What follows belongs to an exercise in optimizing a design on an open flow for small area, a short achievable clock period and few clock cycles; a production flow would make more cautious choices. At most, simulation tests tie the RTL to the original design; equivalence was not proved. The RTL of run 2 was laid out without a check of its function. Power and IR drop assume default switching activity.

**flow/config.mk**
```make
export PLATFORM = sky130hd
export DESIGN_NAME = proc
export DESIGN_NICKNAME = proc
export VERILOG_FILES = /design/flow/design.v
export SDC_FILE = /design/flow/constraint.sdc
export NUM_CORES = 4
export LEC_CHECK = 0
export ABC_AREA = 1
export CAP_MARGIN = 20
export CORE_MARGIN = 2
export CORE_UTILIZATION = 40
export PLACE_DENSITY = 0.6
export SLEW_MARGIN = 20
export TNS_END_PERCENT = 0
```
**flow/constraint.sdc**
```tcl
create_clock -name core_clock -period 12.0 [get_ports {clk}]
set_input_delay 2.4000 -clock core_clock [delete_from_list [all_inputs] [get_ports {clk}]]
set_output_delay 2.4000 -clock core_clock [all_outputs]
set_load 0.01 [all_outputs]
```
**flow/design.v**
```verilog
module proc (
   imem_addr, dmem_addr, dmem_wdata, dmem_we, halted,
   clk, rst, imem_data, dmem_rdata
   );
   input clk;
   input rst;
   input [15:0] imem_data;
   input [15:0] dmem_rdata;
   output [15:0] imem_addr;
   output [15:0] dmem_addr;
   output [15:0] dmem_wdata;
   output dmem_we;
   output halted;
   reg [15:0] ir;       
   reg        v;        
   reg        hf;       
   reg [15:0] pcn;      
   reg [15:0] ra;       
   reg [15:0] rb;       
   reg [15:0] rw;       
   reg        sub;      
   reg [15:0] r0, r1, r2, r3, r4, r5, r6, r7;
   wire [4:0] op = ir[15:11];
   wire [2:0] rs = ir[10:8];
   wire [2:0] rt = ir[7:5];
   wire [2:0] rd = ir[4:2];
   wire is_halt  = (op == 5'b00000);
   wire is_j     = (op[4:2] == 3'b001);                    
   wire is_link  = (op[4:1] == 4'b0011);                   
   wire is_br    = (op[4:2] == 3'b011);
   wire is_alui  = (op[4:2] == 3'b010);                    
   wire is_shi   = (op[4:2] == 3'b101);                    
   wire is_st    = (op == 5'b10000);
   wire is_ld    = (op == 5'b10001);
   wire is_slbi  = (op == 5'b10010);
   wire is_stu   = (op == 5'b10011);
   wire is_lbi   = (op == 5'b11000);
   wire is_btr   = (op == 5'b11001);
   wire is_shr   = (op == 5'b11010);
   wire is_arr   = (op == 5'b11011);
   wire is_set   = (op[4:2] == 3'b111);
   wire [15:0] p = ra ^ rb;
   wire [15:0] g = ra & rb;
   wire [15:0] g1, p1, g2, p2, g3, p3, g4, p4;
   genvar gi;
   generate for (gi = 0; gi < 16; gi = gi + 1) begin : g_pfx
      if (gi % 2 == 1) begin : l1a
         assign g1[gi] = g[gi] | (p[gi] & g[gi - 1]);
         assign p1[gi] = p[gi] & p[gi - 1];
      end else begin : l1b
         assign g1[gi] = g[gi]; assign p1[gi] = p[gi];
      end
      if (gi % 4 >= 2) begin : l2a
         assign g2[gi] = g1[gi] | (p1[gi] & g1[gi - (gi % 4) + 1]);
         assign p2[gi] = p1[gi] & p1[gi - (gi % 4) + 1];
      end else begin : l2b
         assign g2[gi] = g1[gi]; assign p2[gi] = p1[gi];
      end
      if (gi % 8 >= 4) begin : l3a
         assign g3[gi] = g2[gi] | (p2[gi] & g2[gi - (gi % 8) + 3]);
         assign p3[gi] = p2[gi] & p2[gi - (gi % 8) + 3];
      end else begin : l3b
         assign g3[gi] = g2[gi]; assign p3[gi] = p2[gi];
      end
      if (gi >= 8) begin : l4a
         assign g4[gi] = g3[gi] | (p3[gi] & g3[7]);
      end else begin : l4b
         assign g4[gi] = g3[gi];
      end
   end endgenerate
   wire [15:0] sum = p ^ {g4[14:0], 1'b0};
   wire cout = g4[15];
   wire eq = &p;                                           
   wire le = (ra[15] ^ rb[15]) ? sum[15] : ra[15];         
   reg set_r;
   always @(*) begin
      case (op[1:0])
        2'b00: set_r = eq;
        2'b01: set_r = le & ~eq;
        2'b10: set_r = le;
        default: set_r = cout;
      endcase
   end
   wire [1:0] shop = is_shi ? op[1:0] : ir[1:0];          
   wire [3:0] amt  = rb[3:0];
   wire left = ~shop[1];
   wire [15:0] arev;
   generate for (gi = 0; gi < 16; gi = gi + 1) begin : g_rev
      assign arev[gi] = ra[15 - gi];
   end endgenerate
   wire [15:0] sx = left ? arev : ra;
   wire [15:0] s1 = amt[0] ? {sx[0], sx[15:1]} : sx;
   wire [15:0] s2 = amt[1] ? {s1[1:0], s1[15:2]} : s1;
   wire [15:0] s3 = amt[2] ? {s2[3:0], s2[15:4]} : s2;
   wire [15:0] s4 = amt[3] ? {s3[7:0], s3[15:8]} : s3;
   wire [15:0] mask = 16'hFFFF >> amt;
   wire [15:0] sm = shop[0] ? (s4 & mask) : s4;
   wire [15:0] smrev;
   generate for (gi = 0; gi < 16; gi = gi + 1) begin : g_rev2
      assign smrev[gi] = sm[15 - gi];
   end endgenerate
   wire [15:0] shift_r = left ? smrev : sm;
   wire lxor = is_alui ? ~op[0] : ~ir[0];
   wire [15:0] logic_r = lxor ? p : (p & ra);
   wire sel_sum = (is_alui & ~op[1]) | is_stu | (is_arr & ~ir[1]);
   wire sel_log = (is_alui & op[1]) | (is_arr & ir[1]);
   wire sel_sh  = is_shi | is_shr;
   wire [15:0] wdata = ({16{sel_sum}} & (sum ^ {16{sub}}))
                     | ({16{sel_log}} & logic_r)
                     | ({16{sel_sh}}  & shift_r)
                     | {15'h0000, is_set & set_r}
                     | ({16{is_btr}}  & arev)
                     | ({16{is_slbi}} & {ra[7:0], ir[7:0]})
                     | ({16{is_lbi}}  & {{8{ir[7]}}, ir[7:0]})
                     | ({16{is_ld}}   & dmem_rdata)
                     | ({16{is_link}} & pcn);
   wire act = v & ~hf;
   wire wen = act & (is_alui | is_shi | is_ld | is_slbi | is_stu | op[4:3] == 2'b11 | is_link);
   reg [2:0] wsel;
   always @(*) begin
      if (is_link) wsel = 3'd7;
      else if (is_alui | is_shi | is_ld) wsel = rt;
      else if (is_stu | is_slbi | is_lbi) wsel = rs;
      else wsel = rd;
   end
   wire [15:0] wd = rst ? 16'h0000 : wdata;
   wire [7:0] wdec = 8'b1 << wsel;
   wire [7:0] we = {8{rst}} | ({8{wen}} & wdec);
   always @(posedge clk) begin
      if (we[0]) r0 <= wd;
      if (we[1]) r1 <= wd;
      if (we[2]) r2 <= wd;
      if (we[3]) r3 <= wd;
      if (we[4]) r4 <= wd;
      if (we[5]) r5 <= wd;
      if (we[6]) r6 <= wd;
      if (we[7]) r7 <= wd;
   end
   assign dmem_addr  = sum;
   assign dmem_wdata = rw;
   assign dmem_we    = act & (is_st | is_stu);
   wire wz = ~|rw;
   reg bcond;
   always @(*) begin
      case (op[1:0])
        2'b00: bcond = wz;
        2'b01: bcond = ~wz;
        2'b10: bcond = rw[15];
        default: bcond = ~rw[15];
      endcase
   end
   wire take = v & (is_j | (is_br & bcond));
   assign imem_addr = take ? sum : pcn;
   wire [15:0] pcn_next = imem_addr + 16'd2;
   wire [15:0] fi = imem_data;
   wire [4:0] fop = fi[15:11];
   wire f_br  = (fop[4:2] == 3'b011);
   wire f_pc  = f_br | (fop[4:2] == 3'b001 && !fop[0]);    
   wire [2:0] fa = fi[10:8];
   wire [2:0] fb = f_br ? fi[10:8] : fi[7:5];
   wire [7:0] fa1 = 8'b1 << fa;
   wire [7:0] fb1 = 8'b1 << fb;
   wire [15:0] rda = ({16{fa1[0]}} & r0) | ({16{fa1[1]}} & r1) | ({16{fa1[2]}} & r2) | ({16{fa1[3]}} & r3)
                   | ({16{fa1[4]}} & r4) | ({16{fa1[5]}} & r5) | ({16{fa1[6]}} & r6) | ({16{fa1[7]}} & r7);
   wire [15:0] rdb = ({16{fb1[0]}} & r0) | ({16{fb1[1]}} & r1) | ({16{fb1[2]}} & r2) | ({16{fb1[3]}} & r3)
                   | ({16{fb1[4]}} & r4) | ({16{fb1[5]}} & r5) | ({16{fb1[6]}} & r6) | ({16{fb1[7]}} & r7);
   wire fwa = wen & (wsel == fa);
   wire fwb = wen & (wsel == fb);
   wire [15:0] opa = fwa ? wdata : rda;
   wire [15:0] opb = fwb ? wdata : rdb;
   wire f_sub = (fop == 5'b01001) | (fop == 5'b11011 && fi[1:0] == 2'b01)
              | (fop[4:2] == 3'b111 && fop[1:0] != 2'b11);
   reg [15:0] fimm;
   always @(*) begin
      if (fop[4:2] == 3'b001) fimm = fop[0] ? {8'h00, fi[7:0]} : {{5{fi[10]}}, fi[10:0]};
      else if (f_br) fimm = {{8{fi[7]}}, fi[7:0]};
      else fimm = {{11{fi[4]}}, fi[4:0]};
   end
   wire [15:0] fb_val = (fop[4] & fop[3]) ? opb : fimm;
   always @(posedge clk) begin
      ir  <= fi;
      ra  <= f_pc ? pcn_next : opa;
      rb  <= fb_val ^ {16{f_sub}};
      rw  <= opb;
      sub <= f_sub;
   end
   always @(posedge clk) begin
      if (rst) begin
         v   <= 1'b0;
         hf  <= 1'b0;
         pcn <= 16'h0000;
      end else begin
         v   <= 1'b1;
         hf  <= hf | (v & is_halt);
         pcn <= pcn_next;
      end
   end
   assign halted = hf | (v & is_halt);
endmodule
```
**flow/flow/run.sh**
```bash
#!/bin/bash
# The standard layout (the standard.sh: standard synthesis, ORFS floorplan to finish)
# with these changes, all passed to ORFS as make variables:
#  - ADDER_MAP_FILE is empty, so synthesis skips ORFS's adder step (extract_fa and the
#    mapping of adders to the ha/fa cells) and ABC maps the adders as plain logic;
#    the registers are those of the standard synthesis;
#  - repair_timing aims at a larger setup slack (SETUP_SLACK_MARGIN) at the design's
#    unchanged clock period;
#  - every input and output port still gets its own buffer, a plain buf_2 instead of
#    the delay cell (clkdlybuf4s50_1) that buffer_ports picks by default;
#  - clock tree synthesis as ORFS runs it, with clkbuf_8 and without dummy loads.
# make's output goes to flow_make.log; each ORFS step writes its own log under orfs/logs.
set -euo pipefail
bash standard.sh SETUP_SLACK_MARGIN=7.3 ADDER_MAP_FILE= \
  "BUFFER_PORTS_ARGS=-buffer_cell sky130_fd_sc_hd__buf_2" \
  "CTS_ARGS=-sink_clustering_enable -repair_clock_nets -dont_use_dummy_load -buf_list sky130_fd_sc_hd__clkbuf_8" \
  finish > flow_make.log 2>&1
```
**flow/standard.sh**
```bash
#!/bin/bash
# synth_recipe.tcl (not shown) runs the flow's synth.tcl, then flattens the netlist and writes it again
# the make line also repeats each setting of config.mk as NAME=value (left out here)
make -C /OpenROAD-flow-scripts/flow DESIGN_CONFIG=/design/flow/config.mk WORK_HOME=/design/flow/orfs CLKGATE_MAP_FILE= SYNTH_SCRIPT=/design/flow/synth_recipe.tcl "${@:-finish}"
```
==> notes.md, run 1 <==
# TYPE chip_impl_metric gauge
chip_impl_info{name="status",value="complete, no violations"} 1
chip_impl_info{name="tritoncts",value="done"} 1
chip_impl_metric{name="final.fill_count",unit=""} 3311
chip_impl_metric{name="flop_and_latch_count_out_of_synthesis",unit=""} 211
chip_impl_info{name="worstSetupEndpointType",value="output port"} 1
chip_impl_metric{name="max-clock-path-buffers",unit=""} 3
chip_impl_info{name="dominantRegCellSynth",value="edfxtp_1"} 1
chip_impl_metric{name="placeableCoreArea",unit="um2"} 32400
chip_impl_metric{name="net_count_final",unit=""} 1908
chip_impl_metric{name="power.density_cell_area",unit="nW/um2"} 151
chip_impl_metric{name="fraction_of_the_cycle_the_final_worst_path_needs",unit="%"} 39.5
chip_impl_metric{name="post_synth_instance_area",unit="um2"} 13100
chip_impl_info{name="setup.worst_path.class",value="flip-flop to output port"} 1
chip_impl_metric{name="achievable-frequency",unit="MHz"} 211
chip_impl_metric{name="final-max-slew-violation-count",unit=""} 0
chip_impl_metric{name="crit_fanout",unit=""} 7
chip_impl_metric{name="multi_input_area",unit="um2"} 6880
chip_impl_metric{name="yosys.cell_types.count",unit=""} 63
chip_impl_metric{name="postSynth.asyncResetShare",unit="%"} 0
chip_impl_metric{name="synth_area_per_cell",unit="um2"} 7.46
chip_impl_metric{name="vdd_ir_max",unit="mV"} 0.0918
chip_impl_info{name="layout_commonest_cell",value="nand2_1"} 1
chip_impl_metric{name="wire_length_of_the_first_global_routing_pass",unit="mm"} 78.6
chip_impl_metric{name="numCtsBuffers",unit=""} 38
chip_impl_metric{name="maximum_number_of_pins_on_one_net_before_global_route_repair",unit=""} 36
chip_impl_metric{name="power.static_leakage",unit="nW"} 6.79
chip_impl_metric{name="tritoncts_num_sinks",unit=""} 211
chip_impl_metric{name="antennaDiodeCount",unit=""} 0
chip_impl_metric{name="setup_tns",unit="ns"} 0
chip_impl_metric{name="postRouteWirelength",unit="mm"} 53.5
chip_impl_metric{name="die_area",unit="um2"} 34100
chip_impl_metric{name="slew_headroom",unit="%"} 26.7
chip_impl_metric{name="grt_pass1_vias",unit=""} 12500
chip_impl_metric{name="finalSetupViolations",unit=""} 0
chip_impl_metric{name="regArea",unit="um2"} 5560
chip_impl_metric{name="final_critical_path_setup_slack",unit="ns"} 7.26
chip_impl_metric{name="cts_hold_buf",unit=""} 0
chip_impl_metric{name="grt_antenna_before_repair",unit=""} 0
chip_impl_metric{name="pin_count",unit=""} 84
chip_impl_metric{name="mappedNetlistNets",unit=""} 1786
chip_impl_metric{name="critical_path_arrival",unit="ns"} 2.34
chip_impl_metric{name="maxCapViolations",unit=""} 0
chip_impl_metric{name="routed_via_density",unit=""} 5.79
chip_impl_metric{name="worst_ep_required_time",unit="ns"} 9.60
chip_impl_metric{name="clkLatencyLatePin",unit="ns"} 0.55
chip_impl_metric{name="ant_nets",unit=""} 0
chip_impl_metric{name="synth_warnings",unit=""} 1
chip_impl_metric{name="detailroute.via_count",unit=""} 13400
chip_impl_info{name="worst_min_delay_path_class",value="flip-flop to flip-flop"} 1
chip_impl_metric{name="port_buffers",unit=""} 83
chip_impl_metric{name="synthCells",unit=""} 1752
chip_impl_metric{name="clock_skew",unit="ns"} 0.0714
chip_impl_info{name="rsz0062_at_grt",value="true"} 1
chip_impl_metric{name="number_of_hold_violations_in_the_final_report",unit=""} 0
chip_impl_metric{name="drive_gt1_share",unit="%"} 21.2
chip_impl_metric{name="detail_route.wl_per_cell",unit="um"} 23.1
chip_impl_metric{name="post_synth_edffs",unit=""} 128
chip_impl_info{name="ctsRootBufferMaster",value="clkbuf_8"} 1
chip_impl_metric{name="dp_hpwl",unit="mm"} 39.6
chip_impl_metric{name="placed_cells_incl_taps",unit=""} 2233
chip_impl_metric{name="core.rowCount",unit=""} 66
chip_impl_metric{name="pre_cts_slack",unit="ns"} 6.63
chip_impl_info{name="worst_setup_path_start_kind",value="flip-flop"} 1
chip_impl_metric{name="synth_sequential_area_ratio",unit="%"} 42.1
chip_impl_metric{name="drt_iter0_drc",unit=""} 1541
chip_impl_metric{name="routabilityCongestion",unit=""} 0.974
chip_impl_metric{name="syn2layout_area_growth",unit="%"} 17.3
chip_impl_metric{name="non_filler_cells_in_the_finished_layout",unit=""} 2314
chip_impl_metric{name="path_clk_slew",unit="ns"} 0.06
chip_impl_info{name="layout_common_cells",value="464 x nand2_1, 249 x nand3_1, 180 x inv_1, 128 x edfxtp_1, 86 x nor2_1"} 1
chip_impl_metric{name="die_height",unit="um"} 185
chip_impl_metric{name="cts_htree_levels",unit=""} 2
chip_impl_metric{name="drc_errors",unit=""} 0
chip_impl_metric{name="start_util",unit="%"} 40.4
chip_impl_metric{name="drt_pass_1_iters",unit=""} 6
chip_impl_metric{name="timing_worst_slew_pin_value",unit="ns"} 1.09
chip_impl_metric{name="die_x",unit="um"} 185
chip_impl_metric{name="global_route.overflow_total",unit=""} 0
chip_impl_metric{name="final.min_clock_period",unit="ns"} 4.74
chip_impl_metric{name="grt_use_total",unit="%"} 31.2
where the power goes:
part,internal [W],switching (W)
combinational,0.000260,0.000557
clock,0.000279,0.000272
sequential,0.000871,0.0000771
total,0.00141,0.000906
sequential cells by signal (all words and copies together), names as in the netlist, 16 cells and up:
register,flops
pcn,16
r0,16
r1,16
rw,16
ra,16
r5,16
ir,16
r7,16
r2,16
r6,16
r3,16
r4,16
rb,16
layer usage:
layer	GRT usage [%]	part of all wire, %	vias to the layer above
met1	39.4	41	6308
met4	15.9	5.7	0
met5	0	0	-
li1	-	-	6218
met3	3.72	6.9	146
met2	52.5	47	717
path summary, 6_finish.rpt:
kind | from | end | slack (ns) | cells after the start
worst max-delay path | ra[7] | imem_addr[14] | 7.26 | 11
worst min-delay path | hf | hf | 0.48 | 2
worst max register to register | ir[13] | ra[10] | 7.98 | 10
worst min register to register | hf | hf | 0.48 | 2
worst max-delay path, stage by stage, from the launching register on:
cell	delay [ns]
dfxtp_4	0.40
xor2_2	0.19
nand2_2	0.14
inv_2	0.06
a21oi_4	0.27
nand2_8	0.13
nand2_1	0.10
nand2_1	0.05
nand2_1	0.08
nand2_2	0.08
a21boi_2	0.17
buf_2	0.15
cells by family (layout without fill, tap and decap cells):
logic type	count (synthesis)	after routing	share of synthesized area, %
flip-flops	211	211	42.1
AO/OA/AOI/OAI	277	277	14.6
AND/OR/NAND/NOR	966	967	33.4
XOR/XNOR	15	15	1.06
buffers and inverters	283	402	8.85
through the flow:
stage / total power [W] / hold slack [ns] / cell area [um2] / util [%]
6_report: 0.00232 / 0.479 / 15300 / 47.4
5_1_grt: 0.00242 / 0.510 / 15300 / 47.4
4_1_cts: 0.00228 / 0.480 / 15100 / 46.7
3_5_place_dp: 0.00165 / 0.473 / 13900 / 42.9
3_3_place_gp: 0.00165 / 0.465 / 13900 / 42.9
2_1_floorplan: 0.00139 / 0.451 / 13100 / -
layout make-up:
class                   instances  area share (%)
well taps                     442            3.61
repair inverters                2          0.0735
multi-input cells            1259            44.9
inverters                     220            5.62
repair buffers                142            6.15
clock buffers                  38            3.41
flip-flops and latches        211            36.3
Yosys cell counts (all sizes together) (28+ instances only):
library cell    n  area share, %
nand3         266             11
nor2          110            3.6
a22oi          36            2.1
nand2         522             16
edfxtp        128             29
buf            35            1.7
clkbuf         28           0.81
nand4          29            1.7
inv           215            6.2
a21oi          45            1.7
dfxtp          83             13
o21ai          85            3.7
what timing repair did:
| item | in CTS | in global routing |
|---|---|---|
| endpoints found under the setup margin | 31 | 42 |
| resized for setup | 126 | 45 |
| setup buffers | 34 | 4 |
| cloned | 4 | 0 |
| pin swaps | 30 | 22 |
Testbench counts, summed over its fixed seeds: cycles 36,069.
==> inputs of run 2 (changes only) <==
--- a/flow/design.v
+++ b/flow/design.v
@@ -157,7 +157,7 @@
    wire f_br  = (fop[4:2] == 3'b011);
    wire f_pc  = f_br | (fop[4:2] == 3'b001 && !fop[0]);    
    wire [2:0] fa = fi[10:8];
-   wire [2:0] fb = f_br ? fi[10:8] : fi[7:5];
+   wire [2:0] fb = fi[7:5];
    wire [7:0] fa1 = 8'b1 << fa;
    wire [7:0] fb1 = 8'b1 << fb;
    wire [15:0] rda = ({16{fa1[0]}} & r0) | ({16{fa1[1]}} & r1) | ({16{fa1[2]}} & r2) | ({16{fa1[3]}} & r3)
@@ -181,7 +181,7 @@
       ir  <= fi;
       ra  <= f_pc ? pcn_next : opa;
       rb  <= fb_val ^ {16{f_sub}};
-      rw  <= opb;
+      rw  <= f_br ? opa : opb;
       sub <= f_sub;
    end
    always @(posedge clk) begin
--- a/flow/flow/run.sh
+++ b/flow/flow/run.sh
@@ -11,7 +11,7 @@
 #  - clock tree synthesis as ORFS runs it, with clkbuf_8 and without dummy loads.
 # make's output goes to flow_make.log; each ORFS step writes its own log under orfs/logs.
 set -euo pipefail
-bash standard.sh SETUP_SLACK_MARGIN=7.3 ADDER_MAP_FILE= \
+bash standard.sh SETUP_SLACK_MARGIN=7.5 ADDER_MAP_FILE= \
   "BUFFER_PORTS_ARGS=-buffer_cell sky130_fd_sc_hd__buf_2" \
   "CTS_ARGS=-sink_clustering_enable -repair_clock_nets -dont_use_dummy_load -buf_list sky130_fd_sc_hd__clkbuf_8" \
   finish > flow_make.log 2>&1
==> run 2 against run 1 <==
Net effect: setup slack got worse by 0.097 ns; combinational power increased by 4.2%; global-route usage increased by 0.66 points; largest power group unchanged; largest cell class unchanged; synthesized cell count grew 2.0%; register-to-register slack worse by 0.74 ns; first-iteration DRC count increased by 6.2%; still clean on timing, DRC and antenna; critical endpoint is now imem_addr[5]; final area increased by 1.4%; via count up 4.7%.
==> notes.md, run 2 <==
# TYPE chip_impl_metric gauge
chip_impl_info{name="timing.critical_path.slowest_stage_cell",value="o21ai_1"} 1
chip_impl_info{name="synth.most_common_cell",value="nand2_1"} 1
chip_impl_metric{name="syn2layout_area_growth",unit="%"} 20.9
chip_impl_info{name="rsz0062_at_grt",value="true"} 1
chip_impl_info{name="rr_startpoint",value="ra[5]"} 1
chip_impl_info{name="path_cells",value="clkinvlp_4 > nand2_2 > nand2_4 > inv_4 > nor2_4 > nand2_2 > nand2_4 > nand2_1 > nand2_1 > nand2_1 > nand2_1 > o21ai_1 > buf_2"} 1
chip_impl_metric{name="routed_via_density",unit=""} 5.98
chip_impl_info{name="layout_commonest_cell",value="nand2_1"} 1
chip_impl_info{name="netlist.top_cell.by_area",value="edfxtp_1"} 1
chip_impl_info{name="ctsRootBufferMaster",value="clkbuf_8"} 1
chip_impl_metric{name="number_of_hold_violations_in_the_final_report",unit=""} 0
chip_impl_metric{name="synth_area_per_cell",unit="um2"} 7.20
chip_impl_metric{name="slew_headroom",unit="%"} 30.5
chip_impl_metric{name="timing.hold.ws",unit="ns"} 0.495
chip_impl_metric{name="clkLatencyLatePin",unit="ns"} 0.55
chip_impl_metric{name="timing.hold.worst_path_depth",unit=""} 2
chip_impl_metric{name="vdd_ir_max",unit="mV"} 0.119
chip_impl_metric{name="final-max-slew-violation-count",unit=""} 0
chip_impl_info{name="worstHoldEndpoint",value="hf"} 1
chip_impl_info{name="layout_common_cells",value="545 x nand2_1, 293 x nand3_1, 150 x inv_1, 128 x edfxtp_1, 88 x buf_4"} 1
chip_impl_metric{name="cp_slowest_stage_delay",unit="ns"} 0.42
chip_impl_metric{name="pre_cts_slack",unit="ns"} 6.69
chip_impl_metric{name="synth-xor-area-share",unit="%"} 0.953
chip_impl_metric{name="path_clk_slew",unit="ns"} 0.05
chip_impl_metric{name="grt_antenna_before_repair",unit=""} 1
chip_impl_metric{name="postRouteWirelength",unit="mm"} 54.1
chip_impl_metric{name="clock_skew",unit="ns"} 0.0519
chip_impl_metric{name="wire_length_of_the_first_global_routing_pass",unit="mm"} 80.1
chip_impl_info{name="synth.top_cells.by_count",value="590 x nand2_1, 307 x nand3_1, 165 x inv_1"} 1
chip_impl_info{name="worstSetupEndpointType",value="output port"} 1
chip_impl_metric{name="power.density_cell_area",unit="nW/um2"} 151
chip_impl_metric{name="synth_sequential_area_ratio",unit="%"} 42.8
chip_impl_metric{name="detail_route.wl_per_cell",unit="um"} 23.1
chip_impl_metric{name="crit_fanout",unit=""} 4
chip_impl_metric{name="utilization",unit="%"} 49.1
chip_impl_metric{name="numCtsBuffers",unit=""} 39
chip_impl_metric{name="final_critical_path_setup_slack",unit="ns"} 7.16
chip_impl_metric{name="core.rowCount",unit=""} 65
chip_impl_metric{name="mappedNetlistNets",unit=""} 1821
chip_impl_metric{name="post_synth_edffs",unit=""} 128
chip_impl_metric{name="dp_hpwl",unit="mm"} 38.3
chip_impl_info{name="dominant_combinational_cell_family_by_area_after_synthesis",value="simple AND/OR/NAND/NOR gates"} 1
chip_impl_metric{name="critical_path_arrival",unit="ns"} 2.44
chip_impl_metric{name="synthCells",unit=""} 1787
chip_impl_metric{name="drc_errors",unit=""} 0
chip_impl_metric{name="drt_iter0_drc",unit=""} 1636
chip_impl_metric{name="postSynth.asyncResetShare",unit="%"} 0
chip_impl_info{name="worstReg2RegEnd",value="r0[0]"} 1
chip_impl_metric{name="final.min_clock_period",unit="ns"} 4.84
chip_impl_metric{name="timing.reg2reg.worst_path_depth",unit=""} 38
chip_impl_info{name="worst_setup_path_start_kind",value="flip-flop"} 1
chip_impl_metric{name="drt_pass_1_iters",unit=""} 6
chip_impl_metric{name="flop_and_latch_count_out_of_synthesis",unit=""} 211
chip_impl_metric{name="fraction_of_the_cycle_the_final_worst_path_needs",unit="%"} 40.3
chip_impl_metric{name="global_route.overflow_total",unit=""} 0
chip_impl_metric{name="max-clock-path-buffers",unit=""} 3
chip_impl_metric{name="post_synth_instance_area",unit="um2"} 12900
chip_impl_metric{name="grt_use_total",unit="%"} 31.8
chip_impl_metric{name="net_count_final",unit=""} 1976
chip_impl_metric{name="tritoncts_num_sinks",unit=""} 211
chip_impl_metric{name="regToRegSetupSlack",unit="ns"} 7.24
chip_impl_metric{name="placeableCoreArea",unit="um2"} 31600
chip_impl_metric{name="synth-compound-area-share",unit="%"} 12.8
chip_impl_metric{name="post-synth-top-area-fraction",unit="%"} 29.9
chip_impl_metric{name="ant_nets",unit=""} 0
chip_impl_metric{name="die_height",unit="um"} 183
chip_impl_metric{name="post_synth_mux_area_share",unit="%"} 0
chip_impl_metric{name="synth_warnings",unit=""} 1
chip_impl_metric{name="pin_count",unit=""} 84
chip_impl_info{name="min_from",value="hf"} 1
chip_impl_metric{name="cts_htree_levels",unit=""} 2
chip_impl_metric{name="die_x",unit="um"} 183
chip_impl_info{name="synth.top_cells.by_area",value="edfxtp_1 30%, nand2_1 17%, dfxtp_1 13%"} 1
chip_impl_metric{name="port_buffers",unit=""} 83
chip_impl_metric{name="finalSetupViolations",unit=""} 0
chip_impl_metric{name="routabilityCongestion",unit=""} 1.03
chip_impl_metric{name="maxCapViolations",unit=""} 0
chip_impl_info{name="dominantRegCellSynth",value="edfxtp_1"} 1
chip_impl_metric{name="worst_ep_required_time",unit="ns"} 9.60
chip_impl_metric{name="detailroute.via_count",unit=""} 14000
chip_impl_info{name="setup.worst_path.class",value="flip-flop to output port"} 1
chip_impl_info{name="worst_min_delay_path_class",value="flip-flop to flip-flop"} 1
chip_impl_metric{name="timing_worst_slew_pin_value",unit="ns"} 1.04
chip_impl_metric{name="grt_pass1_vias",unit=""} 13200
chip_impl_metric{name="antennaDiodeCount",unit=""} 0
chip_impl_info{name="tritoncts",value="done"} 1
chip_impl_info{name="status",value="complete, no violations"} 1
chip_impl_metric{name="setup_tns",unit="ns"} 0
chip_impl_metric{name="yosys.cell_types.count",unit=""} 52
chip_impl_metric{name="yosys.area_share.simple",unit="%"} 35.9
chip_impl_info{name="cp_common_cell",value="nand2_1"} 1
chip_impl_info{name="cpLargestDelayFamily",value="simple AND/OR/NAND/NOR gates"} 1
chip_impl_metric{name="path_buf_inv",unit=""} 3
chip_impl_metric{name="start_util",unit="%"} 40.7
chip_impl_metric{name="maximum_number_of_pins_on_one_net_before_global_route_repair",unit=""} 34
chip_impl_metric{name="die_area",unit="um2"} 33600
chip_impl_metric{name="power.static_leakage",unit="nW"} 7.01
chip_impl_metric{name="achievable-frequency",unit="MHz"} 207
chip_impl_metric{name="drive_gt1_share",unit="%"} 21.0
chip_impl_metric{name="synth_fa_ha_area_share",unit="%"} 0.0778
-- run 2: cell count changes in the layout (fill, tap and decap cells not counted), moves of 7 or more --
cell and change:
nand3_1 +44, a211oi_1 -7, nor2_1 -8, or2_2 +7
inv_1 -30, o22ai_1 -16, nand2_2 -11, a22oi_1 -24
buf_4 +35, inv_2 -10, nand2_1 +81, a221oi_1 +22
-- run 2: power breakdown --
group          internal, W  switching, W
Sequential        0.000867     0.0000698
Combinational     0.000290      0.000560
Clock             0.000286      0.000273
-- run 2: how the worst max path moves through the flow --
stage / startpoint / cells after the start / to / slack, ns
2_1_floorplan: ir[12] / 12 / imem_addr[0] / 7.78
3_3_place_gp: rb[3] / 11 / imem_addr[6] / 6.76
3_5_place_dp: rb[2] / 14 / imem_addr[6] / 6.69
4_1_cts: rb[1] / 17 / imem_addr[15] / 7.15
5_1_grt: rb[3] / 15 / imem_addr[15] / 7.10
6_report: rb[3] / 13 / imem_addr[5] / 7.16
-- run 2: final cells by class --
type	count	area, um2
timing repair inverter	2	10.0
inverter	177	693
multi-input combinational	1331	7020
timing repair buffer	180	1240
tap	402	503
clock buffer	39	537
fill	3148	16100
sequential	211	5550
-- run 2: logic make-up (layout without fill, tap and decap cells) --
| family | Yosys count | in the layout |
|---|---|---|
| simple gates | 1067 | 1068 |
| compound gates | 248 | 248 |
| buf+inv | 246 | 398 |
| flops | 211 | 211 |
| xor+xnor | 14 | 14 |
| fa+ha+maj | 1 | 1 |
-- run 2: repair_timing --
action                     in CTS  in global routing
setup buffers                  60                  4
resized for setup             123                 73
setup endpoints to repair      35                 57
pin swaps                      21                 29
cloned                          5                  0
hold buffers                    0                  0
-- run 2: metrics by stage --
| stage | std cells | total power [W] | area (um2) |
|---|---|---|---|
| 2_1_floorplan | 1787 | 0.00135 | 12900 |
| 6_report | 2342 | 0.00235 | 15500 |
| 3_5_place_dp | 2234 | 0.00161 | 13800 |
| 4_1_cts | 2338 | 0.00228 | 15200 |
| 3_3_place_gp | 2234 | 0.00160 | 13800 |
| 5_1_grt | 2342 | 0.00246 | 15500 |
-- run 2: per-layer routing --
layer | global-route usage [%] | vias to the layer above | wire (um)
met5 | 0 | - | 0
li1 | - | 6409 | -
met2 | 53.3 | 804 | 25400
met1 | 40.1 | 6646 | 21100
met3 | 5.48 | 154 | 4990
met4 | 14.8 | 0 | 2610
-- run 2: tightest hold or removal path, stage by stage (launching register included) --
cell     delay [ns]
dfxtp_1        0.29
inv_1          0.08
a21oi_1        0.07
==> inputs of run 3 (changes only) <==
--- a/flow/design.v
+++ b/flow/design.v
@@ -157,7 +157,7 @@
    wire f_br  = (fop[4:2] == 3'b011);
    wire f_pc  = f_br | (fop[4:2] == 3'b001 && !fop[0]);    
    wire [2:0] fa = fi[10:8];
-   wire [2:0] fb = fi[7:5];
+   wire [2:0] fb = f_br ? fi[10:8] : fi[7:5];
    wire [7:0] fa1 = 8'b1 << fa;
    wire [7:0] fb1 = 8'b1 << fb;
    wire [15:0] rda = ({16{fa1[0]}} & r0) | ({16{fa1[1]}} & r1) | ({16{fa1[2]}} & r2) | ({16{fa1[3]}} & r3)
@@ -181,7 +181,7 @@
       ir  <= fi;
       ra  <= f_pc ? pcn_next : opa;
       rb  <= fb_val ^ {16{f_sub}};
-      rw  <= f_br ? opa : opb;
+      rw  <= opb;
       sub <= f_sub;
    end
    always @(posedge clk) begin
--- a/flow/flow/run.sh
+++ b/flow/flow/run.sh
@@ -13,5 +13,5 @@
 set -euo pipefail
 bash standard.sh SETUP_SLACK_MARGIN=7.5 ADDER_MAP_FILE= \
   "BUFFER_PORTS_ARGS=-buffer_cell sky130_fd_sc_hd__buf_2" \
-  "CTS_ARGS=-sink_clustering_enable -repair_clock_nets -dont_use_dummy_load -buf_list sky130_fd_sc_hd__clkbuf_8" \
+  "CTS_ARGS=-sink_clustering_enable -repair_clock_nets -dont_use_dummy_load -buf_list sky130_fd_sc_hd__clkbuf_4" \
   finish > flow_make.log 2>&1
==> run 3 against run 2 <==
Net effect: area after synthesis increased by 1.6%; wire length decreased by 1.2%; global-route usage decreased by 0.66 points; non-clock buffer count decreased by 39; synthesized cell count decreased by 2.0%; first-iteration DRC count decreased by 5.7%; largest cell class unchanged.
==> notes.md, run 3 <==
# TYPE chip_impl_metric gauge
chip_impl_metric{name="die_height",unit="um"} 185
chip_impl_metric{name="cts_hold_buf",unit=""} 0
chip_impl_metric{name="wl_met1",unit="mm"} 21.7
chip_impl_info{name="synth.top_cells.by_count",value="498 x nand2_1, 257 x nand3_1, 191 x inv_1"} 1
chip_impl_metric{name="final.fill_count",unit=""} 3360
chip_impl_metric{name="total_power",unit="W"} 0.00224
chip_impl_metric{name="synth_sequential_area_ratio",unit="%"} 42.1
chip_impl_metric{name="worst_ep_required_time",unit="ns"} 9.60
chip_impl_info{name="timing.critical_path.slowest_stage_cell",value="dfxtp_1"} 1
chip_impl_info{name="netlist.top_cell.by_area",value="edfxtp_1"} 1
chip_impl_metric{name="port_buffers",unit=""} 83
chip_impl_info{name="worstSetupEndpointType",value="output port"} 1
chip_impl_metric{name="ant_nets",unit=""} 0
chip_impl_metric{name="yosys.cell_types.count",unit=""} 63
chip_impl_metric{name="post_synth_instance_area",unit="um2"} 13100
chip_impl_metric{name="start_util",unit="%"} 40.4
chip_impl_metric{name="grt_pass1_vias",unit=""} 12600
chip_impl_info{name="dominantRegCellSynth",value="edfxtp_1"} 1
chip_impl_info{name="synth.most_common_cell",value="nand2_1"} 1
chip_impl_metric{name="placeableCoreArea",unit="um2"} 32400
chip_impl_info{name="synth.top_cells.by_area",value="edfxtp_1 29%, nand2_1 14%, dfxtp_1 13%"} 1
chip_impl_metric{name="synthCells",unit=""} 1752
chip_impl_metric{name="routabilityCongestion",unit=""} 0.974
chip_impl_metric{name="flop_and_latch_count_out_of_synthesis",unit=""} 211
chip_impl_metric{name="met3WireLength",unit="mm"} 3.76
chip_impl_info{name="topRoutingLayerUsed",value="met4"} 1
chip_impl_metric{name="synth_warnings",unit=""} 1
chip_impl_metric{name="detail_route.wl_per_cell",unit="um"} 22.9
chip_impl_metric{name="slew_headroom",unit="%"} 26.6
chip_impl_metric{name="achievable-frequency",unit="MHz"} 204
chip_impl_metric{name="drc_errors",unit=""} 0
chip_impl_info{name="layout_common_cells",value="465 x nand2_1, 250 x nand3_1, 181 x inv_1, 128 x edfxtp_1, 89 x nor2_1"} 1
chip_impl_metric{name="postRouteWirelength",unit="mm"} 53.5
chip_impl_metric{name="final.min_clock_period",unit="ns"} 4.91
chip_impl_metric{name="maximum_number_of_pins_on_one_net_before_global_route_repair",unit=""} 36
chip_impl_info{name="worst_setup_path_start_kind",value="flip-flop"} 1
chip_impl_info{name="setup.worst_path.class",value="flip-flop to output port"} 1
chip_impl_metric{name="utilization",unit="%"} 47.0
chip_impl_metric{name="cts_htree_levels",unit=""} 2
chip_impl_metric{name="number_of_hold_violations_in_the_final_report",unit=""} 0
chip_impl_metric{name="grt_antenna_before_repair",unit=""} 1
chip_impl_metric{name="crit_fanout",unit=""} 7
chip_impl_metric{name="synth_area_per_cell",unit="um2"} 7.46
chip_impl_metric{name="tritoncts_num_sinks",unit=""} 211
chip_impl_metric{name="routed_via_density",unit=""} 5.79
chip_impl_metric{name="detailroute.via_count",unit=""} 13500
chip_impl_metric{name="critical_path_arrival",unit="ns"} 2.51
chip_impl_metric{name="dp_hpwl",unit="mm"} 39.6
chip_impl_metric{name="grt_use_total",unit="%"} 31.2
chip_impl_metric{name="placed_cells_incl_taps",unit=""} 2233
chip_impl_metric{name="drt_iter0_drc",unit=""} 1543
chip_impl_info{name="worst_min_delay_path_class",value="flip-flop to flip-flop"} 1
chip_impl_metric{name="die_x",unit="um"} 185
chip_impl_metric{name="maxCapViolations",unit=""} 0
chip_impl_info{name="path_cells",value="nor2_1 > nand2_2 > nor2_4 > nand3_2 > nand3_2 > nand3_4 > nand2_8 > clkinvlp_4 > buf_8 > buf_6 > a21boi_4 > buf_6"} 1
chip_impl_metric{name="fraction_of_the_cycle_the_final_worst_path_needs",unit="%"} 40.9
chip_impl_metric{name="drive_gt1_share",unit="%"} 21.4
chip_impl_metric{name="dr_wl_met2",unit="mm"} 25.1
chip_impl_metric{name="global_route.overflow_total",unit=""} 0
chip_impl_metric{name="final_critical_path_setup_slack",unit="ns"} 7.09
chip_impl_metric{name="vdd_ir_max",unit="mV"} 0.0915
chip_impl_metric{name="syn2layout_area_growth",unit="%"} 16.3
chip_impl_metric{name="final-max-slew-violation-count",unit=""} 0
chip_impl_info{name="status",value="complete, no violations"} 1
chip_impl_metric{name="multi_input_area",unit="um2"} 6860
chip_impl_metric{name="die_area",unit="um2"} 34100
chip_impl_metric{name="post-synth-top-area-fraction",unit="%"} 29.4
chip_impl_info{name="layout_commonest_cell",value="nand2_1"} 1
chip_impl_metric{name="numCtsBuffers",unit=""} 57
chip_impl_metric{name="finalSetupViolations",unit=""} 0
chip_impl_metric{name="wire_length_of_the_first_global_routing_pass",unit="mm"} 78.6
chip_impl_info{name="cpLargestDelayFamily",value="simple AND/OR/NAND/NOR gates"} 1
chip_impl_metric{name="clkLatencyLatePin",unit="ns"} 0.70
chip_impl_metric{name="setup_tns",unit="ns"} 0
chip_impl_metric{name="non_filler_cells_in_the_finished_layout",unit=""} 2333
chip_impl_metric{name="mappedNetlistNets",unit=""} 1786
chip_impl_metric{name="pin_count",unit=""} 84
chip_impl_metric{name="postSynth.asyncResetShare",unit="%"} 0
chip_impl_metric{name="net_count_final",unit=""} 1926
chip_impl_metric{name="core.rowCount",unit=""} 66
chip_impl_metric{name="max-clock-path-buffers",unit=""} 3
chip_impl_metric{name="cp_slowest_stage_delay",unit="ns"} 0.30
chip_impl_metric{name="regArea",unit="um2"} 5560
chip_impl_info{name="tritoncts",value="done"} 1
chip_impl_metric{name="drt_pass_1_iters",unit=""} 6
chip_impl_metric{name="path_clk_slew",unit="ns"} 0.06
chip_impl_metric{name="clock_skew",unit="ns"} 0.116
chip_impl_info{name="ctsRootBufferMaster",value="clkbuf_4"} 1
chip_impl_info{name="rsz0062_at_grt",value="true"} 1
chip_impl_metric{name="path_buf_inv",unit=""} 4
chip_impl_metric{name="pre_cts_slack",unit="ns"} 6.63
chip_impl_metric{name="timing_worst_slew_pin_value",unit="ns"} 1.09
chip_impl_metric{name="power.density_cell_area",unit="nW/um2"} 147
chip_impl_metric{name="post_synth_edffs",unit=""} 128
chip_impl_metric{name="power.static_leakage",unit="nW"} 6.77
[run 3: what timing repair did]
item / in CTS / in global routing
pin swaps: 28 / 17
gates cloned: 4 / 0
endpoints found under the setup margin: 32 / 47
setup buffers: 30 / 7
resized for setup: 112 / 45
[run 3: worst paths after layout]
path,from,end,slack [ns],cells after the start
worst max-delay path,rw[11],imem_addr[10],7.09,12
worst min-delay path,hf,hf,0.48,2
worst max register to register,ir[13],ra[10],7.87,10
worst min register to register,hf,hf,0.48,2
[run 3: stage by stage]
stage / hold slack (ns) / cell area (um2)
finish: 0.480 / 15200
global route: 0.512 / 15200
CTS: 0.482 / 15000
detailed placement: 0.473 / 13900
global placement: 0.465 / 13900
floorplan: 0.451 / 13100
[run 3: per-layer routing]
metal	vias up	global-route usage, %
met5	-	0
met4	0	17.1
met3	143	4.03
met2	718	51.8
met1	6372	39.3
li1	6286	-
[run 3: power breakdown]
part / internal, W / leakage [nW] / switching (W)
clock network: 0.000213 / 0.262 / 0.000266
registers: 0.000870 / 2.02 / 0.0000757
logic: 0.000256 / 4.48 / 0.000556
total: 0.00134 / 6.77 / 0.000898
[run 3: final cells by class]
type	count	share of cell area [%]
Clock buffer	57	2.82
Sequential cell	211	36.6
Tap cell	442	3.64
Antenna cell	1	0.0165
Multi-Input combinational cell	1259	45.1
Inverter	220	5.60
Timing Repair inverter	2	0.0741
Timing Repair Buffer	141	6.17
[run 3: cells by family after synthesis]
family	Yosys count	synth area share, %
and+or+nand+nor	966	33.4
buffers and inverters	283	8.85
AOI/OAI and AO/OA	277	14.6
DFF	211	42.1
xor gates and xnor gates	15	1.06
[run 3: tightest hold or removal path, stage by stage, from the launching register on]
cell and delay [ns]:
dfxtp_1 0.31, inv_1 0.06, a21oi_1 0.06
Testbench counts of run 3, summed over its fixed seeds: cycles 36,069.
==> inputs of run 4 (changes only) <==
--- a/flow/flow/run.sh
+++ b/flow/flow/run.sh
@@ -13,5 +13,5 @@
 set -euo pipefail
 bash standard.sh SETUP_SLACK_MARGIN=7.5 ADDER_MAP_FILE= \
   "BUFFER_PORTS_ARGS=-buffer_cell sky130_fd_sc_hd__buf_2" \
-  "CTS_ARGS=-sink_clustering_enable -repair_clock_nets -dont_use_dummy_load -buf_list sky130_fd_sc_hd__clkbuf_4" \
+  "CTS_ARGS=-sink_clustering_enable -repair_clock_nets -dont_use_dummy_load -buf_list {sky130_fd_sc_hd__clkbuf_4 sky130_fd_sc_hd__clkbuf_8}" \
   finish > flow_make.log 2>&1
==> run 4 against run 3 <==
Net effect: largest cell class unchanged; sequential share of layout area decreased by 0.29 points; hold slack got worse by 0.00099 ns; sequential power about the same; wire length about the same; combinational power increased by 0.6%; critical path type unchanged; total power increased by 3.5%.
==> notes.md, run 4 <==
# TYPE chip_impl_metric gauge
chip_impl_metric{name="setup_tns",unit="ns"} 0
chip_impl_info{name="ctsRootBufferMaster",value="clkbuf_8"} 1
chip_impl_metric{name="post_synth_instance_area",unit="um2"} 13100
chip_impl_metric{name="grt_use_total",unit="%"} 31.2
chip_impl_metric{name="die_x",unit="um"} 185
chip_impl_metric{name="vdd_ir_max",unit="mV"} 0.0918
chip_impl_metric{name="dp_hpwl",unit="mm"} 39.6
chip_impl_metric{name="global_route.overflow_total",unit=""} 0
chip_impl_info{name="dominantRegCellSynth",value="edfxtp_1"} 1
chip_impl_metric{name="drt_pass_1_iters",unit=""} 6
chip_impl_metric{name="routed_via_density",unit=""} 5.79
chip_impl_metric{name="max-clock-path-buffers",unit=""} 3
chip_impl_metric{name="final-max-slew-violation-count",unit=""} 0
chip_impl_info{name="layout_commonest_cell",value="nand2_1"} 1
chip_impl_metric{name="drive_gt1_share",unit="%"} 21.2
chip_impl_metric{name="timing_worst_slew_pin_value",unit="ns"} 1.09
chip_impl_metric{name="slew_headroom",unit="%"} 26.7
chip_impl_metric{name="die_area",unit="um2"} 34100
chip_impl_metric{name="timing.hold.ws",unit="ns"} 0.479
chip_impl_info{name="path_cells",value="xor2_2 > nand2_2 > inv_2 > a21oi_4 > nand2_8 > nand2_1 > nand2_1 > nand2_1 > nand2_2 > a21boi_2 > buf_2"} 1
chip_impl_metric{name="synth_warnings",unit=""} 1
chip_impl_metric{name="tritoncts_num_sinks",unit=""} 211
chip_impl_metric{name="clock_skew",unit="ns"} 0.0714
chip_impl_metric{name="post_synth_edffs",unit=""} 128
chip_impl_info{name="worst_min_delay_path_class",value="flip-flop to flip-flop"} 1
chip_impl_metric{name="cp_slowest_stage_delay",unit="ns"} 0.40
chip_impl_info{name="cp_common_cell",value="nand2_1"} 1
chip_impl_metric{name="power.density_cell_area",unit="nW/um2"} 151
chip_impl_metric{name="antennaDiodeCount",unit=""} 0
chip_impl_metric{name="fraction_of_the_cycle_the_final_worst_path_needs",unit="%"} 39.5
chip_impl_metric{name="postSynth.asyncResetShare",unit="%"} 0
chip_impl_info{name="synth.most_common_cell",value="nand2_1"} 1
chip_impl_metric{name="clkLatencyLatePin",unit="ns"} 0.55
chip_impl_info{name="worst_setup_path_start_kind",value="flip-flop"} 1
chip_impl_metric{name="net_count_final",unit=""} 1908
chip_impl_metric{name="yosys.cell_types.count",unit=""} 63
chip_impl_metric{name="die_height",unit="um"} 185
chip_impl_metric{name="post-synth-top-area-fraction",unit="%"} 29.4
chip_impl_metric{name="postRouteWirelength",unit="mm"} 53.5
chip_impl_metric{name="finalSetupViolations",unit=""} 0
chip_impl_metric{name="placeableCoreArea",unit="um2"} 32400
chip_impl_info{name="synth.top_cells.by_area",value="edfxtp_1 29%, nand2_1 14%, dfxtp_1 13%"} 1
chip_impl_metric{name="ant_nets",unit=""} 0
chip_impl_metric{name="maximum_number_of_pins_on_one_net_before_global_route_repair",unit=""} 36
chip_impl_metric{name="port_buffers",unit=""} 83
chip_impl_metric{name="flop_and_latch_count_out_of_synthesis",unit=""} 211
chip_impl_metric{name="drt_iter0_drc",unit=""} 1541
chip_impl_metric{name="routabilityCongestion",unit=""} 0.974
chip_impl_info{name="tritoncts",value="done"} 1
chip_impl_metric{name="placed_area",unit="um2"} 13900
chip_impl_metric{name="cts_hold_buf",unit=""} 0
chip_impl_info{name="netlist.top_cell.by_area",value="edfxtp_1"} 1
chip_impl_metric{name="grt_antenna_before_repair",unit=""} 0
chip_impl_metric{name="design_area",unit="um2"} 15300
chip_impl_metric{name="wire_length_of_the_first_global_routing_pass",unit="mm"} 78.6
chip_impl_metric{name="path_clk_slew",unit="ns"} 0.06
chip_impl_metric{name="numCtsBuffers",unit=""} 38
chip_impl_info{name="rsz0062_at_grt",value="true"} 1
chip_impl_metric{name="pre_cts_slack",unit="ns"} 6.63
chip_impl_metric{name="utilization",unit="%"} 47.4
chip_impl_info{name="timing.critical_path.slowest_stage_cell",value="dfxtp_4"} 1
chip_impl_info{name="setup.worst_path.class",value="flip-flop to output port"} 1
chip_impl_metric{name="synth_area_per_cell",unit="um2"} 7.46
chip_impl_metric{name="mappedNetlistNets",unit=""} 1786
chip_impl_metric{name="pin_count",unit=""} 84
chip_impl_metric{name="core.rowCount",unit=""} 66
chip_impl_info{name="synth.top_cells.by_count",value="498 x nand2_1, 257 x nand3_1, 191 x inv_1"} 1
chip_impl_metric{name="grt_pass1_vias",unit=""} 12500
chip_impl_info{name="status",value="complete, no violations"} 1
chip_impl_metric{name="detail_route.wl_per_cell",unit="um"} 23.1
chip_impl_metric{name="synthCells",unit=""} 1752
chip_impl_metric{name="final.min_clock_period",unit="ns"} 4.74
chip_impl_metric{name="final_critical_path_setup_slack",unit="ns"} 7.26
chip_impl_metric{name="maxCapViolations",unit=""} 0
chip_impl_metric{name="detailroute.via_count",unit=""} 13400
chip_impl_metric{name="regToRegSetupSlack",unit="ns"} 7.98
chip_impl_info{name="worstSetupEndpointType",value="output port"} 1
chip_impl_metric{name="cts_htree_levels",unit=""} 2
chip_impl_metric{name="number_of_hold_violations_in_the_final_report",unit=""} 0
chip_impl_info{name="layout_common_cells",value="464 x nand2_1, 249 x nand3_1, 180 x inv_1, 128 x edfxtp_1, 86 x nor2_1"} 1
chip_impl_metric{name="worst_ep_required_time",unit="ns"} 9.60
chip_impl_metric{name="start_util",unit="%"} 40.4
chip_impl_metric{name="syn2layout_area_growth",unit="%"} 17.3
chip_impl_metric{name="power.static_leakage",unit="nW"} 6.79
chip_impl_metric{name="critical_path_arrival",unit="ns"} 2.34
chip_impl_metric{name="achievable-frequency",unit="MHz"} 211
chip_impl_metric{name="crit_fanout",unit=""} 7
chip_impl_metric{name="drc_errors",unit=""} 0
chip_impl_metric{name="synth_sequential_area_ratio",unit="%"} 42.1
-- run 4: routing by layer --
metal / part of all wire, % / track usage (%) / wire, um / up-vias
met4: 5.7 / 15.9 / 3040 / 0
met2: 47 / 52.5 / 25000 / 717
met3: 6.9 / 3.72 / 3700 / 146
met5: 0 / 0 / 0 / -
li1: - / - / - / 6218
met1: 41 / 39.4 / 21800 / 6308
-- run 4: per-stage QoR --
stage	instances	power, W
finish	2314	0.00232
detailed placement	2233	0.00165
CTS	2309	0.00228
global placement	2233	0.00165
global route	2314	0.00242
floorplan	1752	0.00139
-- run 4: final cells by class --
cell class,instances,area [um2]
fillers,3311,17000
well taps,442,553
repair buffers,142,942
inverters,220,861
multi-input cells,1259,6880
repair inverters,2,11.3
flip-flops and latches,211,5560
clock buffers,38,523
-- run 4: report_power, final --
part | switching, W | internal [W] | total (W)
clock network | 0.000272 | 0.000279 | 0.000551
registers | 0.0000771 | 0.000871 | 0.000948
logic | 0.000557 | 0.000260 | 0.000817
total | 0.000906 | 0.00141 | 0.00232
-- run 4: critical path, delay by kind of cell, from the launching register on --
kind | cells | cell delay (ns)
buf+inv | 2 | 0.21
flops | 1 | 0.40
xor+xnor | 1 | 0.19
compound gates | 2 | 0.44
simple gates | 6 | 0.58
-- run 4: path summary, 6_finish.rpt --
path                             start             to  cells after the start
worst max register to register  ir[13]         ra[10]                     10
worst min register to register      hf             hf                      2
worst min-delay path                hf             hf                      2
worst max-delay path             ra[7]  imem_addr[14]                     11
-- run 4: logic make-up (layout without fill, tap and decap cells) --
logic type / after synthesis / in the layout / synth area share (%)
buffers and inverters: 283 / 402 / 8.85
xor gates and xnor gates: 15 / 15 / 1.06
and+or+nand+nor: 966 / 967 / 33.4
AOI/OAI and AO/OA: 277 / 277 / 14.6
DFF: 211 / 211 / 42.1
-- run 4: what timing repair did --
item	4_1_cts	5_1_grt
endpoints found under the setup margin	48	48
setup buffers	34	4
pin swaps	30	22
gates cloned	4	0
resized for setup	126	45
==> inputs of run 5 (changes only) <==
--- a/flow/flow/run.sh
+++ b/flow/flow/run.sh
@@ -11,7 +11,10 @@
 #  - clock tree synthesis as ORFS runs it, with clkbuf_8 and without dummy loads.
 # make's output goes to flow_make.log; each ORFS step writes its own log under orfs/logs.
 set -euo pipefail
-bash standard.sh SETUP_SLACK_MARGIN=7.5 ADDER_MAP_FILE= \
+rm -rf orfs_scripts
+cp -r "$FLOW_HOME/scripts" orfs_scripts
+cp flow/abc_area.script orfs_scripts/abc_area.script
+bash standard.sh SCRIPTS_DIR="$PWD/orfs_scripts" SETUP_SLACK_MARGIN=7.5 ADDER_MAP_FILE= \
   "BUFFER_PORTS_ARGS=-buffer_cell sky130_fd_sc_hd__buf_2" \
-  "CTS_ARGS=-sink_clustering_enable -repair_clock_nets -dont_use_dummy_load -buf_list {sky130_fd_sc_hd__clkbuf_4 sky130_fd_sc_hd__clkbuf_8}" \
+  "CTS_ARGS=-sink_clustering_enable -repair_clock_nets -dont_use_dummy_load -buf_list sky130_fd_sc_hd__clkbuf_8" \
   finish > flow_make.log 2>&1
==> flow/flow/abc_area.script (new file) <==
strash
dch
map -a
topo
stime -c
buffer -c
upsize -c
dnsize -c
==> run 5 against run 4 <==
Net effect: area after synthesis fell by 9.0%; synthesized cell count fell by 16%; clock-buffer cell count fell by 1; core utilization rose by 0.74 points; hold slack improved by 0.048 ns; via count fell by 11%; clock skew fell by 0.014 ns; clock power fell by 2%.
==> notes.md, run 5 <==
# TYPE chip_impl_metric gauge
chip_impl_metric{name="path_clk_slew",unit="ns"} 0.05
chip_impl_metric{name="timing.hold.worst_path_depth",unit=""} 2
chip_impl_metric{name="vdd_ir_max",unit="mV"} 0.0850
chip_impl_info{name="layout_commonest_cell",value="nand2_1"} 1
chip_impl_info{name="worst_setup_path_start_kind",value="flip-flop"} 1
chip_impl_metric{name="finalSetupViolations",unit=""} 0
chip_impl_metric{name="drc_errors",unit=""} 0
chip_impl_metric{name="setup_tns",unit="ns"} 0
chip_impl_info{name="synth.top_cells.by_count",value="285 x nand2_1, 176 x nor2_1, 157 x inv_1"} 1
chip_impl_metric{name="cp_slowest_stage_delay",unit="ns"} 0.36
chip_impl_info{name="worst_min_delay_path_class",value="flip-flop to flip-flop"} 1
chip_impl_metric{name="utilization",unit="%"} 48.1
chip_impl_info{name="dominantRegCellSynth",value="edfxtp_1"} 1
chip_impl_info{name="status",value="complete, no violations"} 1
chip_impl_metric{name="routabilityCongestion",unit=""} 0.997
chip_impl_metric{name="critical_path_arrival",unit="ns"} 2.93
chip_impl_metric{name="grt_use_total",unit="%"} 29.8
chip_impl_metric{name="dp_hpwl",unit="mm"} 34.3
chip_impl_metric{name="crit_fanout",unit=""} 18
chip_impl_metric{name="numCtsBuffers",unit=""} 37
chip_impl_metric{name="post_synth_instance_area",unit="um2"} 11900
chip_impl_metric{name="final.fill_count",unit=""} 2873
chip_impl_metric{name="synth_area_per_cell",unit="um2"} 8.13
chip_impl_metric{name="die_area",unit="um2"} 31100
chip_impl_metric{name="synth_warnings",unit=""} 1
chip_impl_metric{name="start_util",unit="%"} 40.3
chip_impl_metric{name="maximum_number_of_pins_on_one_net_before_global_route_repair",unit=""} 50
chip_impl_info{name="path_cells",value="buf_12 > inv_8 > nor2_2 > nor2_2 > nor2_2 > a21oi_1 > nand2_2 > nand2_1 > nand2_1 > nand2_1 > inv_2 > a21oi_4 > nor2_1 > nor2_2 > xnor2_2 > nand2_1 > o21ai_4 > inv_1 > buf_2"} 1
chip_impl_metric{name="path_buf_inv",unit=""} 5
chip_impl_metric{name="yosys.cell_types.count",unit=""} 62
chip_impl_metric{name="syn2layout_area_growth",unit="%"} 19.2
chip_impl_metric{name="mappedNetlistNets",unit=""} 1497
chip_impl_info{name="ctsRootBufferMaster",value="clkbuf_8"} 1
chip_impl_metric{name="placeableCoreArea",unit="um2"} 29500
chip_impl_metric{name="tritoncts_num_sinks",unit=""} 211
chip_impl_metric{name="synthCells",unit=""} 1463
chip_impl_metric{name="postRouteWirelength",unit="mm"} 47.3
chip_impl_metric{name="die_height",unit="um"} 176
chip_impl_metric{name="power.density_cell_area",unit="nW/um2"} 162
chip_impl_info{name="tritoncts",value="done"} 1
chip_impl_metric{name="port_buffers",unit=""} 83
chip_impl_metric{name="core.rowCount",unit=""} 63
chip_impl_metric{name="detail_route.wl_per_cell",unit="um"} 23.8
chip_impl_metric{name="drive_gt1_share",unit="%"} 21.1
chip_impl_info{name="timing.critical_path.slowest_stage_cell",value="dfxtp_4"} 1
chip_impl_metric{name="die_x",unit="um"} 176
chip_impl_metric{name="maxCapViolations",unit=""} 0
chip_impl_info{name="rsz0062_at_grt",value="true"} 1
chip_impl_metric{name="final.min_clock_period",unit="ns"} 5.33
chip_impl_metric{name="flop_and_latch_count_out_of_synthesis",unit=""} 211
chip_impl_metric{name="achievable-frequency",unit="MHz"} 188
chip_impl_info{name="synth.most_common_cell",value="nand2_1"} 1
chip_impl_metric{name="timing_worst_slew_pin_value",unit="ns"} 1.15
chip_impl_metric{name="detailroute.via_count",unit=""} 11900
chip_impl_metric{name="routed_via_density",unit=""} 5.98
chip_impl_info{name="netlist.top_cell.by_area",value="edfxtp_1"} 1
chip_impl_info{name="setup.worst_path.class",value="flip-flop to output port"} 1
chip_impl_metric{name="drt_pass_1_iters",unit=""} 6
chip_impl_metric{name="global_route.overflow_total",unit=""} 0
chip_impl_metric{name="grt_antenna_before_repair",unit=""} 0
chip_impl_info{name="synth.top_cells.by_area",value="edfxtp_1 32%, dfxtp_1 14%, nand2_1 9.0%"} 1
chip_impl_info{name="cpLargestDelayFamily",value="simple AND/OR/NAND/NOR gates"} 1
chip_impl_metric{name="ant_nets",unit=""} 0
chip_impl_info{name="min_from",value="hf"} 1
chip_impl_metric{name="power.static_leakage",unit="nW"} 5.81
chip_impl_info{name="rr_startpoint",value="ir[13]"} 1
chip_impl_metric{name="net_count_final",unit=""} 1634
chip_impl_metric{name="postSynth.asyncResetShare",unit="%"} 0
chip_impl_metric{name="post-synth-top-area-fraction",unit="%"} 32.3
chip_impl_metric{name="grt_pass1_vias",unit=""} 11000
chip_impl_metric{name="worst_ep_required_time",unit="ns"} 9.60
chip_impl_metric{name="clock_skew",unit="ns"} 0.0577
chip_impl_metric{name="timing.reg2reg.worst_path_depth",unit=""} 18
chip_impl_metric{name="number_of_hold_violations_in_the_final_report",unit=""} 0
chip_impl_info{name="worstSetupEndpointType",value="output port"} 1
chip_impl_metric{name="drt_iter0_drc",unit=""} 1493
chip_impl_info{name="critical_path.startpoint",value="rb[3]"} 1
chip_impl_metric{name="pin_count",unit=""} 84
chip_impl_metric{name="synth_sequential_area_ratio",unit="%"} 46.3
chip_impl_metric{name="slew_headroom",unit="%"} 23.2
chip_impl_metric{name="clkLatencyLatePin",unit="ns"} 0.55
chip_impl_metric{name="worst_path_depth",unit=""} 19
chip_impl_metric{name="cts_htree_levels",unit=""} 2
chip_impl_info{name="layout_common_cells",value="281 x nand2_1, 157 x nor2_1, 142 x inv_1, 128 x edfxtp_1, 95 x o21ai_0"} 1
chip_impl_metric{name="max-clock-path-buffers",unit=""} 3
chip_impl_metric{name="post_synth_edffs",unit=""} 128
chip_impl_metric{name="fraction_of_the_cycle_the_final_worst_path_needs",unit="%"} 44.4
chip_impl_metric{name="final-max-slew-violation-count",unit=""} 0
chip_impl_metric{name="wire_length_of_the_first_global_routing_pass",unit="mm"} 68.7
==> run 5: worst min-delay path, stage by stage, from the launching register on <==
cell and delay (ns):
dfxtp_1 0.34, inv_1 0.08, a21oi_1 0.06
==> run 5: cell type report <==
class / instances / area (um2) / share of cell area [%]
Antenna cell: 1 / 2.50 / 0.0177
Clock buffer: 37 / 509 / 3.59
Inverter: 184 / 746 / 5.26
Multi-Input combinational cell: 1012 / 5840 / 41.2
Sequential cell: 211 / 5540 / 39.1
Tap cell: 390 / 488 / 3.44
Timing Repair Buffer: 154 / 1050 / 7.43
==> run 5: final timing paths <==
check	to	slack (ns)
setup reg to reg	rb[1]	7.63
hold reg to reg	hf	0.53
setup / recovery	imem_addr[7]	6.67
hold / removal	hf	0.53
==> run 5: cells by family (layout without fill, tap and decap cells) <==
group	count (synthesis)	after routing	share of synthesized area, %
AND/OR/NAND/NOR	567	567	20.2
AO/OA/AOI/OAI	406	406	22.7
buffers and inverters	240	375	7.82
flip-flops	211	211	46.3
XOR/XNOR	30	30	2.27
multiplexers	9	9	0.758
other	0	1	0
==> run 5: layer usage <==
layer  part of all wire (%)  global-route usage [%]
met5                      0                       0
met3                    9.8                    4.97
met1                     39                    39.0
met4                    5.3                    14.3
met2                     46                    48.0
==> run 5: where the power goes <==
| part | switching [W] | internal (W) |
|---|---|---|
| sequential | 0.0000820 | 0.000874 |
| clock | 0.000269 | 0.000272 |
| combinational | 0.000532 | 0.000261 |
| total | 0.000883 | 0.00141 |
==> run 5: through the flow <==
step / cell area, um2 / setup slack (ns) / power (W) / hold WS (ns) / std cells
floorplan: 12000 / 7.41 / 0.00137 / 0.463 / 1463
global placement: 13000 / 6.31 / 0.00165 / 0.504 / 1908
detailed placement: 13000 / 6.26 / 0.00164 / 0.506 / 1908
CTS: 13800 / 6.60 / 0.00223 / 0.516 / 1961
global route: 14200 / 6.48 / 0.00240 / 0.545 / 1988
finish: 14200 / 6.67 / 0.00229 / 0.527 / 1989
==> run 5: repair_timing <==
item	CTS	global route
endpoints found under the setup margin	62	83
resized for setup	51	47
pin swaps	9	17
setup buffers	15	24
hold buffers	0	0
cloned	1	2
hold endpoints to repair	0	0

port drivers added, routing unchanged:
The results above use ideal ports. As a check the final layouts listed here were re-extracted and re-timed, cells and wires unchanged. Step 1 sets driving cells, clkbuf_16 on the clock port and buf_2 on the other inputs (assumed; they add their load-dependent delay and slew). Step 2 moves the port delays by t, midway between the first and last clock arrival at a register: inputs arrive t later, outputs are due t later. That takes back most of the time a late clock gives input paths. Slacks: no drivers / after step 1 / after step 2; pairs: no drivers / after step 1.
run | shift t [ns] | slack for setup (ns) | worst setup path at the end | clock arrival spread, ns | worst register clock-pin slew, ns
run 1 | 0.559 | 7.258 / 7.213 / 6.832 | input to register | 0.072 / 0.072 | 0.06 / 0.06
run 2 | 0.571 | 7.161 / 7.113 / 6.835 | input to register | 0.052 / 0.052 | 0.06 / 0.06
run 3 | 0.694 | 7.094 / 7.047 / 6.736 | input to register | 0.116 / 0.116 | 0.07 / 0.07
run 4 | 0.559 | 7.258 / 7.213 / 6.832 | input to register | 0.072 / 0.072 | 0.06 / 0.06
run 5 | 0.563 | 6.673 / 6.627 / 6.268 | input to register | 0.058 / 0.058 | 0.06 / 0.06
After both steps every run listed still meets setup and hold.
